Source: an optimization exercise on an open RTL-to-GDS flow (aim: small area). Production flows keep margins and buffers that such runs may drop. For this run, only the layout was checked, not whether the RTL still works. Power is estimated from default activity; no workload was simulated.

**flow/run.sh**
```bash
#!/bin/bash
# synth_recipe.tcl (not shown) runs the flow's synth.tcl, then flattens the netlist and writes it again
# the make line also repeats each setting of config.mk as NAME=value (left out here)
make -C /OpenROAD-flow-scripts/flow DESIGN_CONFIG=/design/flow/config.mk WORK_HOME=/design/flow/orfs CLKGATE_MAP_FILE= SYNTH_SCRIPT=/design/flow/synth_recipe.tcl finish
```
**flow/config.mk**
```make
export PLATFORM = sky130hd
export DESIGN_NAME = Top
export DESIGN_NICKNAME = Top
export VERILOG_FILES = /design/flow/design.v
export SDC_FILE = /design/flow/constraint.sdc
export NUM_CORES = 4
export LEC_CHECK = 0
export CAP_MARGIN = 20
export CORE_MARGIN = 2
export CORE_UTILIZATION = 40
export SLEW_MARGIN = 20
```
**flow/constraint.sdc**
```tcl
create_clock -name core_clock -period 10.0 [get_ports {clk}]
set_input_delay 2.0000 -clock core_clock [delete_from_list [all_inputs] [get_ports {clk}]]
set_output_delay 2.0000 -clock core_clock [all_outputs]
set_load 0.01 [all_outputs]
```
**flow/design.v**
```verilog
localparam COLOR_BOARD  = 12'h985;
localparam COLOR_BG     = 12'h333;
localparam COLOR_BLACK  = 12'h111;
localparam COLOR_WHITE  = 12'heee;
localparam COLOR_CURSOR = 12'h4af;
localparam COLOR_ERROR  = 12'he3e;
`timescale 1ns/1ps
`default_nettype none
module Debounce(
    input var logic clk,
    input var logic rst,
    input var logic in,
    output var logic out
);
    parameter THRES = 32'd63;
    logic [31:0] consec_high, consec_low;
    always_ff @(posedge clk) begin
        if (rst) begin
            out <= 1'b0;
        end else begin
            case ({out, (consec_high == THRES), (consec_low == THRES)})
                3'b010 : out <= 1'b1;
                3'b011 : out <= 1'b1;
                3'b101 : out <= 1'b0;
                3'b111 : out <= 1'b0;
                default : out <= out;
            endcase
        end
    end
    always_ff @(posedge clk) begin
        if (rst) begin
            consec_high <= 32'b0;
        end else begin
            if (in) begin
                if (consec_high < THRES) begin
                    consec_high <= consec_high + 32'b1;
                end else begin
                    consec_high <= consec_high;
                end
            end else begin
                consec_high <= 32'b0;
            end
        end
    end
    always_ff @(posedge clk) begin
        if (rst) begin
            consec_low <= 32'b0;
        end else begin
            if (~in) begin
                if (consec_low < THRES) begin
                    consec_low <= consec_low + 32'b1;
                end else begin
                    consec_low <= consec_low;
                end
            end else begin
                consec_low <= 32'b0;
            end
        end
    end
endmodule
`timescale 1ns/1ps
`default_nettype none
module Button(
    input var logic clk,
    input var logic rst,
    input var logic in,
    output var logic out
);
    logic deb_out, out_delay;
    Debounce deb(
        .clk, .rst, .in, .out(deb_out)
    );
    always_ff @(posedge clk) begin
        out <= deb_out & (~out_delay);
        out_delay <= deb_out;
    end
endmodule
`timescale 1ns/1ps
`default_nettype none
module VgaClockDiv(
    input var logic clk,
    input var logic rst,
    output var logic clk_out
);
    logic [1:0] num;
    assign clk_out = (num == 2'b00);
    always_ff @(posedge clk) begin
        if (rst) begin
            num <= 2'b00;
        end else begin
            num <= num + 2'b01;
        end
    end
endmodule
`timescale 1ns/1ps
`default_nettype none
module VgaCtrl(
    input var logic clk,
    input var logic reset,
    output var logic hsync,
    output var logic vsync,
    output var logic valid,
    output var logic [9:0] h_cnt,
    output var logic [9:0] v_cnt
);
    logic en;
    VgaClockDiv vga_clock_div(
        .clk,
        .rst(reset),
        .clk_out(en)
    );
    logic [9:0] pixel_cnt;
    logic [9:0] line_cnt;
    logic hsync_i, vsync_i;
    logic hsync_default, vsync_default;
    logic [9:0] HD, HF, HS, HT, VD, VF, VS, VT;
    assign hsync = hsync_i;
    assign vsync = vsync_i;
    assign valid = ((pixel_cnt < HD) && (line_cnt < VD));
    assign h_cnt = (pixel_cnt < HD) ? pixel_cnt : 10'd0;
    assign v_cnt = (line_cnt < VD) ? line_cnt : 10'd0;
    assign HD = 640;
    assign HF = 16;
    assign HS = 96;
    assign HT = 800;
    assign VD = 480;
    assign VF = 10;
    assign VS = 2;
    assign VT = 525;
    assign hsync_default = 1'b1;
    assign vsync_default = 1'b1;
    always_ff @(posedge clk) begin
        if (reset) begin
            pixel_cnt <= 0;
        end else begin
            if (en) begin
                if (pixel_cnt < (HT - 1)) begin
                    pixel_cnt <= pixel_cnt + 1;
                end else begin
                    pixel_cnt <= 0;
                end
            end else begin
                pixel_cnt <= pixel_cnt;
            end
        end
    end
    always_ff @(posedge clk) begin
        if (reset) begin
            hsync_i <= hsync_default;
        end else begin
            if (en) begin
                if ((pixel_cnt >= (HD + HF - 1))
                    &&(pixel_cnt < (HD + HF + HS - 1))) begin
                    hsync_i <= ~hsync_default;
                end else begin
                    hsync_i <= hsync_default;
                end
            end else begin
                hsync_i <= hsync_i;
            end
        end
    end
    always_ff @(posedge clk) begin
        if (reset) begin
            line_cnt <= 0;
        end else begin
            if (en) begin
                if (pixel_cnt == (HT -1)) begin
                    if (line_cnt < (VT - 1)) begin
                        line_cnt <= line_cnt + 1;
                    end else begin
                        line_cnt <= 0;
                    end
                end
            end else begin
                line_cnt <= line_cnt;
            end
        end
    end
    always_ff @(posedge clk) begin
        if (reset) begin
            vsync_i <= vsync_default;
        end else begin
            if (en) begin
                if ((line_cnt >= (VD + VF - 1))
                    &&(line_cnt < (VD + VF + VS - 1))) begin
                    vsync_i <= ~vsync_default;
                end else begin
                    vsync_i <= vsync_default;
                end
            end else begin
                vsync_i <= vsync_i;
            end
        end
    end
endmodule
`timescale 1ns/1ps
`default_nettype none
module CellCoordDecoder(
    input var logic [2:0] x,
    input var logic [2:0] y,
    output var logic [5:0] cell_addr
);
    logic oob;
    assign oob = (x >= 3'd6) || (y >= 3'd6);
    logic [5:0] xs, ys;
    assign xs = {3'b0, x};
    assign ys = {3'b0, y};
    always_comb begin
        if (oob) begin
            cell_addr = 6'd0;
        end else begin
            cell_addr = xs * 5'd6 + ys;
        end
    end
endmodule
`timescale 1ns/1ps
`default_nettype none
module CellPixelLut(
    input var logic [5:0] local_v,
    input var logic [5:0] local_h,
    input var logic [1:0] cell_value,
    input var logic cell_selected,
    output var logic [11:0] cell_rgb
);
    logic [11:0] circle_color;
    logic non_empty;
    assign non_empty = (cell_value != 2'b00);
    always_comb begin
        case (cell_value)
            2'b00 : circle_color = COLOR_BOARD;
            2'b01 : circle_color = COLOR_BLACK;
            2'b10 : circle_color = COLOR_WHITE;
            default : circle_color = COLOR_ERROR;
        endcase
    end
    logic [5:0] h_lower, h_upper;
    logic local_h_in_circle;
    logic local_v_h_on_grid;
    logic local_v_h_on_border;
    always_comb begin
        if (cell_selected & local_v_h_on_border) begin
            cell_rgb = COLOR_CURSOR;
        end else begin
            if (non_empty) begin
                if (local_h_in_circle) begin
                    cell_rgb = circle_color;
                end else begin
                    cell_rgb = (local_v_h_on_grid) ? COLOR_BG : COLOR_BOARD;
                end
            end else begin
                cell_rgb = (local_v_h_on_grid) ? COLOR_BG : COLOR_BOARD;
            end
        end
    end
    logic [3:0] on_grid_cases;
    assign on_grid_cases[0] = (local_v == 6'd31);
    assign on_grid_cases[1] = (local_v == 6'd32);
    assign on_grid_cases[2] = (local_h == 6'd31);
    assign on_grid_cases[3] = (local_h == 6'd32);
    assign local_v_h_on_grid = |on_grid_cases;
    logic [7:0] on_border_cases;
    assign on_border_cases[0] = (local_v == 6'd00);
    assign on_border_cases[1] = (local_v == 6'd01);
    assign on_border_cases[2] = (local_v == 6'd62);
    assign on_border_cases[3] = (local_v == 6'd63);
    assign on_border_cases[4] = (local_h == 6'd00);
    assign on_border_cases[5] = (local_h == 6'd01);
    assign on_border_cases[6] = (local_h == 6'd62);
    assign on_border_cases[7] = (local_h == 6'd63);
    assign local_v_h_on_border = |on_border_cases;
    localparam EMPTY = 6'b111111;
    assign local_h_in_circle = (local_h >= h_lower) & (local_h < h_upper);
    assign h_upper = 6'd00 - h_lower;
    always_comb begin
        case (local_v)
            6'd00, 6'd01, 6'd02 : h_lower = EMPTY;
            6'd03, 6'd60 : h_lower = 6'd25;
            6'd04, 6'd59 : h_lower = 6'd21;
            6'd05, 6'd58 : h_lower = 6'd19;
            6'd06, 6'd57 : h_lower = 6'd17;
            6'd07, 6'd56 : h_lower = 6'd16;
            6'd08, 6'd55 : h_lower = 6'd14;
            6'd09, 6'd54 : h_lower = 6'd13;
            6'd10, 6'd53 : h_lower = 6'd12;
            6'd11, 6'd52 : h_lower = 6'd11;
            6'd12, 6'd51 : h_lower = 6'd10;
            6'd13, 6'd50 : h_lower = 6'd09;
            6'd14, 6'd49 : h_lower = 6'd09;
            6'd15, 6'd48 : h_lower = 6'd08;
            6'd16, 6'd47 : h_lower = 6'd07;
            6'd17, 6'd46 : h_lower = 6'd07;
            6'd18, 6'd45 : h_lower = 6'd06;
            6'd19, 6'd44 : h_lower = 6'd06;
            6'd20, 6'd43 : h_lower = 6'd05;
            6'd21, 6'd42 : h_lower = 6'd05;
            6'd22, 6'd41 : h_lower = 6'd04;
            6'd23, 6'd40 : h_lower = 6'd04;
            6'd24, 6'd39 : h_lower = 6'd04;
            6'd25, 6'd38 : h_lower = 6'd04;
            6'd26, 6'd37 : h_lower = 6'd03;
            6'd27, 6'd36 : h_lower = 6'd03;
            6'd28, 6'd35 : h_lower = 6'd03;
            6'd29, 6'd34 : h_lower = 6'd03;
            6'd30, 6'd33 : h_lower = 6'd03;
            6'd31, 6'd32 : h_lower = 6'd03;
            6'd61, 6'd62, 6'd63 : h_lower = EMPTY;
            default : h_lower = EMPTY;
        endcase
    end
endmodule
`timescale 1ns/1ps
`default_nettype none
module VgaPixelGen(
    input var logic [9:0] h_cnt,
    input var logic [9:0] v_cnt,
    input var logic valid,
    output var logic [3:0] vga_red,
    output var logic [3:0] vga_grn,
    output var logic [3:0] vga_blu,
    input var logic [36-1:0][1:0] board,
    input var logic [1:0] player,
    input var logic [5:0] cursor
);
    logic disabled;
    logic [2:0] disabled_cases;
    assign disabled = |disabled_cases;
    assign disabled_cases[0] = ~valid;
    assign disabled_cases[1] = h_cnt > 10'd640;
    assign disabled_cases[2] = v_cnt > 10'd480;
    logic oob;
    logic [3:0] oob_cases;
    assign oob = |oob_cases;
    assign oob_cases[0] = h_cnt < 10'd128;   
    assign oob_cases[1] = h_cnt >= 10'd512;  
    assign oob_cases[2] = v_cnt < 10'd48;    
    assign oob_cases[3] = v_cnt >= 10'd432;  
    logic [9:0] v, h;
    assign v = v_cnt - 10'd48;  
    assign h = h_cnt - 10'd128;  
    logic [5:0] local_v, local_h;
    logic [2:0] x, y;
    assign {x, local_v} = v[8:0];
    assign {y, local_h} = h[8:0];
    logic [11:0] cell_rgb;
    logic [5:0] cell_addr;
    logic [1:0] cell_value;
    logic cell_selected;
    assign cell_value = board[cell_addr];
    assign cell_selected = (cursor == cell_addr);
    CellCoordDecoder cell_coord_decoder(.x, .y, .cell_addr);
    CellPixelLut cell_pixel_lut(
        .local_v, .local_h, .cell_value, .cell_rgb, .cell_selected
    );
    always_comb begin
        if (disabled) begin
            {vga_red, vga_grn, vga_blu} = 12'h0;
        end else begin
            if (oob) begin
                {vga_red, vga_grn, vga_blu} = COLOR_BG;
            end else begin
                {vga_red, vga_grn, vga_blu} = cell_rgb;
            end
        end
    end
endmodule
`timescale 1ns/1ps
`default_nettype none
module GameStatusGen(
    input var logic [36-1:0][1:0] board,
    output var logic [1:0] status
);
    localparam B = 2'b01;
    localparam W = 2'b10;
    localparam E = 2'b00;
    logic [11:0] rows [5:0];
    logic [11:0] cols [5:0];
    generate
        for (genvar i = 0; i < 6; i++) begin : gen_rows
            assign rows[i] = {
                board[6 * i + 0],
                board[6 * i + 1],
                board[6 * i + 2],
                board[6 * i + 3],
                board[6 * i + 4],
                board[6 * i + 5]
            };
        end
        for (genvar i = 0; i < 6; i++) begin : gen_cols
            assign cols[i] = {
                board[6 * 0 + i],
                board[6 * 1 + i],
                board[6 * 2 + i],
                board[6 * 3 + i],
                board[6 * 4 + i],
                board[6 * 5 + i]
            };
        end
    endgenerate
    logic [59:0] black_win_cases, white_win_cases;
    logic black_win, white_win;
    assign black_win = |black_win_cases;
    assign white_win = |white_win_cases;
    always_comb begin
        if (black_win) begin
            status = 2'b01;
        end else begin
            if (white_win) begin
                status = 2'b10;
            end else begin
                status = 2'b00;
            end
        end
    end
    generate
        for (genvar i = 0; i < 6; i++) begin : gen0
            assign black_win_cases[i] = (rows[i] == {B, B, B, B, B, W});
            assign white_win_cases[i] = (rows[i] == {W, W, W, W, W, B});
        end
        for (genvar i = 0; i < 6; i++) begin : gen6
            assign black_win_cases[6 + i] = (rows[i] == {B, B, B, B, B, E});
            assign white_win_cases[6 + i] = (rows[i] == {W, W, W, W, W, E});
        end
        for (genvar i = 0; i < 6; i++) begin : gen12
            assign black_win_cases[12 + i] = (rows[i] == {W, B, B, B, B, B});
            assign white_win_cases[12 + i] = (rows[i] == {B, W, W, W, W, W});
        end
        for (genvar i = 0; i < 6; i++) begin : gen18
            assign black_win_cases[18 + i] = (rows[i] == {E, B, B, B, B, B});
            assign white_win_cases[18 + i] = (rows[i] == {E, W, W, W, W, W});
        end
    endgenerate
    generate
        for (genvar i = 0; i < 6; i++) begin : gen24
            assign black_win_cases[24 + i] = (cols[i] == {B, B, B, B, B, W});
            assign white_win_cases[24 + i] = (cols[i] == {W, W, W, W, W, B});
        end
        for (genvar i = 0; i < 6; i++) begin : gen30
            assign black_win_cases[30 + i] = (cols[i] == {B, B, B, B, B, E});
            assign white_win_cases[30 + i] = (cols[i] == {W, W, W, W, W, E});
        end
        for (genvar i = 0; i < 6; i++) begin : gen36
            assign black_win_cases[36 + i] = (cols[i] == {W, B, B, B, B, B});
            assign white_win_cases[36 + i] = (cols[i] == {B, W, W, W, W, W});
        end
        for (genvar i = 0; i < 6; i++) begin : gen42
            assign black_win_cases[42 + i] = (cols[i] == {E, B, B, B, B, B});
            assign white_win_cases[42 + i] = (cols[i] == {E, W, W, W, W, W});
        end
    endgenerate
    assign black_win_cases[48]
        = ({
            board[0 * 6 + 0],
            board[1 * 6 + 1],
            board[2 * 6 + 2],
            board[3 * 6 + 3],
            board[4 * 6 + 4],
            board[5 * 6 + 5]
        } == {B, B, B, B, B, W});
    assign black_win_cases[49]
        = ({
            board[0 * 6 + 0],
            board[1 * 6 + 1],
            board[2 * 6 + 2],
            board[3 * 6 + 3],
            board[4 * 6 + 4],
            board[5 * 6 + 5]
        } == {B, B, B, B, B, E});
    assign black_win_cases[50]
        = ({
            board[0 * 6 + 0],
            board[1 * 6 + 1],
            board[2 * 6 + 2],
            board[3 * 6 + 3],
            board[4 * 6 + 4],
            board[5 * 6 + 5]
        } == {W, B, B, B, B, B});
    assign black_win_cases[51]
        = ({
            board[0 * 6 + 0],
            board[1 * 6 + 1],
            board[2 * 6 + 2],
            board[3 * 6 + 3],
            board[4 * 6 + 4],
            board[5 * 6 + 5]
        } == {E, B, B, B, B, B});
    assign black_win_cases[52]
        = ({
            board[0 * 6 + 1],
            board[1 * 6 + 2],
            board[2 * 6 + 3],
            board[3 * 6 + 4],
            board[4 * 6 + 5]
        } == {B, B, B, B, B});
    assign black_win_cases[53]
        = ({
            board[1 * 6 + 0],
            board[2 * 6 + 1],
            board[3 * 6 + 2],
            board[4 * 6 + 3],
            board[5 * 6 + 4]
        } == {B, B, B, B, B});
    assign black_win_cases[54]
        = ({
            board[0 * 6 + 5],
            board[1 * 6 + 4],
            board[2 * 6 + 3],
            board[3 * 6 + 2],
            board[4 * 6 + 1],
            board[5 * 6 + 0]
        } == {B, B, B, B, B, W});
    assign black_win_cases[55]
        = ({
            board[0 * 6 + 5],
            board[1 * 6 + 4],
            board[2 * 6 + 3],
            board[3 * 6 + 2],
            board[4 * 6 + 1],
            board[5 * 6 + 0]
        } == {B, B, B, B, B, E});
    assign black_win_cases[56]
        = ({
            board[0 * 6 + 5],
            board[1 * 6 + 4],
            board[2 * 6 + 3],
            board[3 * 6 + 2],
            board[4 * 6 + 1],
            board[5 * 6 + 0]
        } == {W, B, B, B, B, B});
    assign black_win_cases[57]
        = ({
            board[0 * 6 + 5],
            board[1 * 6 + 4],
            board[2 * 6 + 3],
            board[3 * 6 + 2],
            board[4 * 6 + 1],
            board[5 * 6 + 0]
        } == {E, B, B, B, B, B});
    assign black_win_cases[58]
        = ({
            board[0 * 6 + 4],
            board[1 * 6 + 3],
            board[2 * 6 + 2],
            board[3 * 6 + 1],
            board[4 * 6 + 0]
        } == {B, B, B, B, B});
    assign black_win_cases[59]
        = ({
            board[1 * 6 + 5],
            board[2 * 6 + 4],
            board[3 * 6 + 3],
            board[4 * 6 + 2],
            board[5 * 6 + 1]
        } == {B, B, B, B, B});
    assign white_win_cases[48]
        = ({
            board[0 * 6 + 0],
            board[1 * 6 + 1],
            board[2 * 6 + 2],
            board[3 * 6 + 3],
            board[4 * 6 + 4],
            board[5 * 6 + 5]
        } == {W, W, W, W, W, B});
    assign white_win_cases[49]
        = ({
            board[0 * 6 + 0],
            board[1 * 6 + 1],
            board[2 * 6 + 2],
            board[3 * 6 + 3],
            board[4 * 6 + 4],
            board[5 * 6 + 5]
        } == {W, W, W, W, W, E});
    assign white_win_cases[50]
        = ({
            board[0 * 6 + 0],
            board[1 * 6 + 1],
            board[2 * 6 + 2],
            board[3 * 6 + 3],
            board[4 * 6 + 4],
            board[5 * 6 + 5]
        } == {B, W, W, W, W, W});
    assign white_win_cases[51]
        = ({
            board[0 * 6 + 0],
            board[1 * 6 + 1],
            board[2 * 6 + 2],
            board[3 * 6 + 3],
            board[4 * 6 + 4],
            board[5 * 6 + 5]
        } == {E, W, W, W, W, W});
    assign white_win_cases[52]
        = ({
            board[0 * 6 + 1],
            board[1 * 6 + 2],
            board[2 * 6 + 3],
            board[3 * 6 + 4],
            board[4 * 6 + 5]
        } == {W, W, W, W, W});
    assign white_win_cases[53]
        = ({
            board[1 * 6 + 0],
            board[2 * 6 + 1],
            board[3 * 6 + 2],
            board[4 * 6 + 3],
            board[5 * 6 + 4]
        } == {W, W, W, W, W});
    assign white_win_cases[54]
        = ({
            board[0 * 6 + 5],
            board[1 * 6 + 4],
            board[2 * 6 + 3],
            board[3 * 6 + 2],
            board[4 * 6 + 1],
            board[5 * 6 + 0]
        } == {W, W, W, W, W, B});
    assign white_win_cases[55]
        = ({
            board[0 * 6 + 5],
            board[1 * 6 + 4],
            board[2 * 6 + 3],
            board[3 * 6 + 2],
            board[4 * 6 + 1],
            board[5 * 6 + 0]
        } == {W, W, W, W, W, E});
    assign white_win_cases[56]
        = ({
            board[0 * 6 + 5],
            board[1 * 6 + 4],
            board[2 * 6 + 3],
            board[3 * 6 + 2],
            board[4 * 6 + 1],
            board[5 * 6 + 0]
        } == {B, W, W, W, W, W});
    assign white_win_cases[57]
        = ({
            board[0 * 6 + 5],
            board[1 * 6 + 4],
            board[2 * 6 + 3],
            board[3 * 6 + 2],
            board[4 * 6 + 1],
            board[5 * 6 + 0]
        } == {E, W, W, W, W, W});
    assign white_win_cases[58]
        = ({
            board[0 * 6 + 4],
            board[1 * 6 + 3],
            board[2 * 6 + 2],
            board[3 * 6 + 1],
            board[4 * 6 + 0]
        } == {W, W, W, W, W});
    assign white_win_cases[59]
        = ({
            board[1 * 6 + 5],
            board[2 * 6 + 4],
            board[3 * 6 + 3],
            board[4 * 6 + 2],
            board[5 * 6 + 1]
        } == {W, W, W, W, W});
endmodule
`timescale 1ns/1ps
`default_nettype none
module GameFsm(
    input var logic clk,
    input var logic rst,
    output var logic [36-1:0][1:0] board,
    output var logic [1:0] player,
    output var logic [5:0] cursor,
    output var logic [1:0] status,
    input var up, down, left, right, center
);
    logic [36-1:0][1:0] next_board;
    logic [1:0] next_player;
    logic [5:0] next_cursor;
    always_ff @(posedge clk) begin
        if (rst) begin
            board <= '0;
            player <= 2'b01;
            cursor <= 6'd0;
        end else begin
            board <= next_board;
            player <= next_player;
            cursor <= next_cursor;
        end
    end
    logic cursor_at_empty_cell;
    assign cursor_at_empty_cell
        = (cursor < 6'd36) ? (board[cursor] == 2'b00) : 1'b0;
    generate
        for (genvar i = 0; i < 36; i++) begin : gen_nextboard_comb
            always_comb begin
                if (center & (cursor == i) & cursor_at_empty_cell) begin
                    next_board[i] = player;
                end else begin
                    next_board[i] = board[i];
                end
            end
        end
    endgenerate
    always_comb begin
        if (center & cursor_at_empty_cell) begin
            next_player = ~player;
        end else begin
            next_player = player;
        end
    end
    always_comb begin
        casez ({left, right, up, down})
            4'b1??? : next_cursor
                = (cursor - 6'd1 >= 6'd36) ? cursor : (cursor - 6'd1);
            4'b01?? : next_cursor
                = (cursor + 6'd1 >= 6'd36) ? cursor : (cursor + 6'd1);
            4'b001? : next_cursor
                = (cursor - 6'd6 >= 6'd36) ? cursor : (cursor - 6'd6);
            4'b0001 : next_cursor
                = (cursor + 6'd6 >= 6'd36) ? cursor : (cursor + 6'd6);
            default : next_cursor = cursor;
        endcase
    end
    GameStatusGen game_status_gen(
        .board,
        .status
    );
endmodule
`timescale 1ns/1ps
`default_nettype none
module Top(
    input var logic clk,
    input var logic rst,
    output var logic [3:0] vga_red,
    output var logic [3:0] vga_grn,
    output var logic [3:0] vga_blu,
    output var logic hsync,
    output var logic vsync,
    input var logic raw_up,
    input var logic raw_down,
    input var logic raw_left,
    input var logic raw_right,
    input var logic raw_center,
    output var logic [15:0] led
);
    logic valid;
    logic [9:0] h_cnt;  
    logic [9:0] v_cnt;  
    logic [1:0] player;
    logic [1:0] status;
    logic [36-1:0][1:0] board;
    logic [5:0] cursor;
    logic up, down, left, right, center;
    Button btn_up(.clk, .rst, .in(raw_up), .out(up));
    Button btn_down(.clk, .rst, .in(raw_down), .out(down));
    Button btn_left(.clk, .rst, .in(raw_left), .out(left));
    Button btn_right(.clk, .rst, .in(raw_right), .out(right));
    Button btn_center(.clk, .rst, .in(raw_center), .out(center));
    assign led[15:2] = 14'b0;
    assign led[1:0] = status;
    GameFsm game_fsm(
        .clk,
        .rst,
        .board,
        .player,
        .cursor,
        .status,
        .up, .down, .left, .right, .center
    );
    VgaPixelGen vga_pixel_gen(
        .h_cnt,
        .v_cnt,
        .valid,
        .vga_red,
        .vga_grn,
        .vga_blu,
        .board,
        .player,
        .cursor
    );
    VgaCtrl vga_ctrl(
        .clk,
        .reset(rst),
        .hsync,
        .vsync,
        .valid,
        .h_cnt,
        .v_cnt
    );
endmodule
```
==> impl_metrics.csv <==
group,metric,value,unit
run_status,outcome,"timing/DRC/antenna clean",
clock_network,clk_latency,0.54,ns
floorplanning,die_y,226,um
logic_synthesis,synth_top_family_by_area,"simple AND/OR/NAND/NOR gates",
logic_synthesis,synth_compound_area_frac,0.0955,
clock_network,postCtsSetupRepairBufs,0,
grt,grt_usage,0.187,
routing,route.detailed.drc,0,
logic_synthesis,ys_seq_area_frac,0.447,
routing,viasPerCell,5.40,
floorplanning,boundaryPins,37,
layout,layout-drive-gt1-share,0.0596,
setup_path,crit_path_end_kind,"output pin",
logic_synthesis,yosysWarningCount,11,
routing,drtIter0Drc,1116,
placement,dp_hpwl,32700,um
setup_path,reg2reg_depth,10,
logic_synthesis,async_flop_share,0,
grt,gr-total-overflow,0,
clock_network,cts_root_buf,"clkbuf_16",
setup_path,max_stage_delay,0.81,ns
power_and_ir_drop,powerDensity,156,nW/um^2
routing,wl,47600,um
grt,antenna_found_initial,0,
power_and_ir_drop,power_frac_seq,0.520,
run,max-cap-violations,0,
layout,antenna_cells,0,
logic_synthesis,synth.distinct_cells,91,
power_and_ir_drop,switchingPower,0.000696,W
power_and_ir_drop,p_comb_frac,0.018,
layout,fill_cells,4665,
clock_network,cts_tree,"yes",
clock_network,cts_buffer_depth,3,
logic_synthesis,synth_xor_area_frac,0.0343,
logic_synthesis,synth-simple-area-share,0.295,
routing,wl_per_cell,16.7,um
setup_path,cp-start-kind,"register",
floorplanning,start_util,0.404,
layout,final_cells,2847,
min_path,min-delay-path-class,"register to register",
setup_path,r2r_slack,6.23,ns
floorplanning,fp.dieW,226,um
layout,fin_nets,2212,
floorplanning,core.rowCount,81,
timing,hold_violations,0,
logic_synthesis,yosys.area_share.adder,0.0345,
grt,grt_pass1_vias,14800,
grt,grt_max_degree,77,
timing,slew_headroom,0.346,
logic_synthesis,syn_area_per_cell,9.01,sq um
placement,io_buffer_count,22,
placement,pre_cts_ws,2.09,ns
power_and_ir_drop,peakVddDrop,0.130,mV
timing,tightest_slew,0.967,ns
logic_synthesis,yosys-top-cells-area,"dfxtp_1 45%, and2_1 8.5%, nor2_1 4.8%",
setup_path,cp_max_fo,21,
clock_network,cts_buffers,44,
layout,regArea,8790,sq um
timing,fin_ws,1.49,ns
logic_synthesis,synthMuxAreaShare,0.0571,
layout,fin_util,0.445,
routing,drtAntennaViolNets,0,
timing,grt_setup_unrepaired,"false",
clock_network,clkSinkCount,439,
floorplanning,core_area,48700,sq um
clock_network,post_cts_resized,0,
logic_synthesis,synth_cells,2184,
logic_synthesis,post-synth-top-area-cell,"dfxtp_1",
logic_synthesis,synth.ff_latch_count,439,
min_path,worstHoldEndpoint,"btn_right.out",
layout,multi_input_area,10200,sq um
logic_synthesis,syn_area,19700,sq um
floorplanning,die_area,51000,sq um
setup_path,cpMaxStageDelayCell,"ha_1",
setup_path,critPathArrivalTime,6.51,ns
setup_path,r2r-start,"game_fsm.cursor[2]",
min_path,worstHoldStart,"btn_right.out_delay",
timing,setup-tns-final,0,ns
logic_synthesis,yosysTopAreaCellShare,0.447,
layout,mostFrequentLayoutCells,"439 x dfxtp_1, 268 x and2_1, 246 x nor2_1, 107 x nand2_1, 86 x a21oi_1",
clock_network,cts_max_level,2,
timing,fin_crit_sh,0.851,
power_and_ir_drop,p_leak,8.52,nW
placement,placedCellCount,2769,
min_path,whs_path_depth,1,
timing,skew,0.0186,ns
power_and_ir_drop,pwr-share-clk,0.462,
clock_network,clk_pin_slew_worst_paths,0.06,ns
routing,vias,15400,
setup_path,cp_data_required_time,8.00,ns
power_and_ir_drop,switching_share,0.205,
timing,fmax,0.117,GHz
layout,area_growth,10.2,%
clock_network,postCtsHoldBufs,0,
placement,finalWeightedCongestion,0.969,
power_and_ir_drop,p_int,0.00269,W
timing,setup_viol,0,
grt,grt_pass1_wl,77600,um
timing,slew_viol_final,0,
routing,drtPass1Iterations,7,
setup_path,reg2reg_to,"game_fsm.cursor[1]",
logic_synthesis,synth-main-ff-cell,"dfxtp_1",
logic_synthesis,synth_edf_count,0,
setup_path,cp_cell_sequence,"a41oi_2, nand2_1, inv_1, ha_1, xor2_1, ha_1, nor3b_2, mux2_2, a211oi_1, o211ai_1, nor4b_1, a211oi_1, o21bai_1, a41oi_1, clkdlybuf4s50_1",
setup_path,crit_type,"register to output pin",
timing,min_period,8.51,ns
layout,final_common_cell,"dfxtp_1",
routing by layer:
| metal | up-vias | part of all wire | global-route usage |
|---|---|---|---|
| li1 | 7524 | - | - |
| met3 | 109 | 0.058 | 0.0273 |
| met4 | 0 | 0.032 | 0.0645 |
| met2 | 493 | 0.44 | 0.300 |
| met1 | 7244 | 0.47 | 0.257 |
| met5 | - | 0 | 0 |
critical path: cells and delay by family (launching register included):
| family | cells | cell delay [ns] |
|---|---|---|
| AOI/OAI and AO/OA | 6 | 1.88 |
| DFF | 1 | 0.42 |
| muxes | 1 | 0.42 |
| adders and majority gates | 2 | 1.15 |
| buffers and inverters | 2 | 0.71 |
| and+or+nand+nor | 3 | 1.24 |
| xor gates and xnor gates | 1 | 0.15 |
cell type report:
type                            count  share of cell area
Clock buffer                       66              0.0597
Clock inverter                     11             0.00392
Inverter                           39             0.00675
Multi-Input combinational cell   1596               0.472
Sequential cell                   439               0.405
Tap cell                          664              0.0383
Timing Repair Buffer               32              0.0135
cells in the mapped netlist (16+ instances only):
cell / instances
clkbuf_1: 83
xnor2_1: 36
inv_1: 36
a21oi_1: 86
and2_1: 268
mux2i_1: 84
nand2_1: 107
a31oi_1: 18
xor2_1: 41
o22ai_1: 19
nor2b_1: 49
buf_4: 18
and3_1: 30
dfxtp_1: 439
nor2_1: 251
or3_1: 16
nand3_1: 62
o21ai_0: 62
nand2b_1: 47
nand4_1: 51
ha_1: 51
nor3_1: 37
nor4_1: 68
kinds of logic after synthesis:
| family | Yosys count |
|---|---|
| buffers and inverters | 162 |
| xor gates and xnor gates | 77 |
| adders and majority gates | 53 |
| DFF | 439 |
| muxes | 98 |
| other | 1 |
| AOI/OAI and AO/OA | 291 |
| and+or+nand+nor | 1063 |
power by group through the flow:
stage / Sequential (W) / Combinational, W / Clock (W)
after floorplan: 0.00180 / 0.0000493 / 0
after CTS: 0.00176 / 0.0000596 / 0.00162
after detailed placement: 0.00180 / 0.0000594 / 0
after global placement: 0.00180 / 0.0000573 / 0
after global routing: 0.00176 / 0.0000696 / 0.00168
final: 0.00176 / 0.0000598 / 0.00156
sequential cells by signal (all words and copies together) (netlist names), 2 cells and up:
name                        cells
btn_right.deb.consec_high      32
vga_ctrl.line_cnt              10
game_fsm.cursor                 6
btn_left.deb.consec_high       32
btn_down.deb.consec_low        32
btn_up.deb.consec_low          32
btn_center.deb.consec_high     32
btn_left.deb.consec_low        32
game_fsm.board                 72
btn_down.deb.consec_high       32
btn_right.deb.consec_low       32
btn_up.deb.consec_high         32
vga_ctrl.vga_clock_div.num      2
btn_center.deb.consec_low      32
vga_ctrl.pixel_cnt             10
game_fsm.player                 2
how the worst max path moves through the flow:
stage / slack [ns] / startpoint / cells past startpoint / to
finish: 1.49 / vga_ctrl.line_cnt[7] / 15 / vga_grn[1]
global route: 0.93 / vga_ctrl.line_cnt[7] / 15 / vga_grn[1]
CTS: 1.51 / vga_ctrl.line_cnt[7] / 15 / vga_grn[1]
detailed placement: 2.09 / vga_ctrl.line_cnt[7] / 15 / vga_grn[1]
global placement: 2.18 / vga_ctrl.line_cnt[6] / 15 / vga_grn[1]
floorplan: 3.14 / vga_ctrl.line_cnt[6] / 20 / vga_grn[1]
through the flow:
step | total power [W] | area, sq um | hold WS (ns)
3_3_place_gp | 0.00186 | 20300 | 0.374
3_5_place_dp | 0.00186 | 20300 | 0.372
4_1_cts | 0.00344 | 21600 | 0.380
5_1_grt | 0.00352 | 21700 | 0.406
2_1_floorplan | 0.00185 | 19700 | 0.360
6_report | 0.00339 | 21700 | 0.381

what the ideal ports hide:
In the flow no input, the clock included, has a driving cell. The finished layout below was timed again as built, in two steps.
Step 1 assumes that a clkbuf_16 drives the clock port and a buf_2 every other input.
Step 2 also shifts input and output timing later by t, the mid clock arrival at the registers, as if the neighbouring blocks saw the same clock.
Slacks: ideal / step 1 / step 2; pairs: ideal / step 1.
t, ns: 0.584
setup slack, ns: 1.486 / 1.433 / 2.017
worst setup path after step 2: register to output
latest minus earliest clock arrival (ns): 0.021 / 0.022
After both steps setup and hold are still met in this run. The setup slack of this run moves by -0.053 ns with the drivers and by +0.531 ns with both steps.
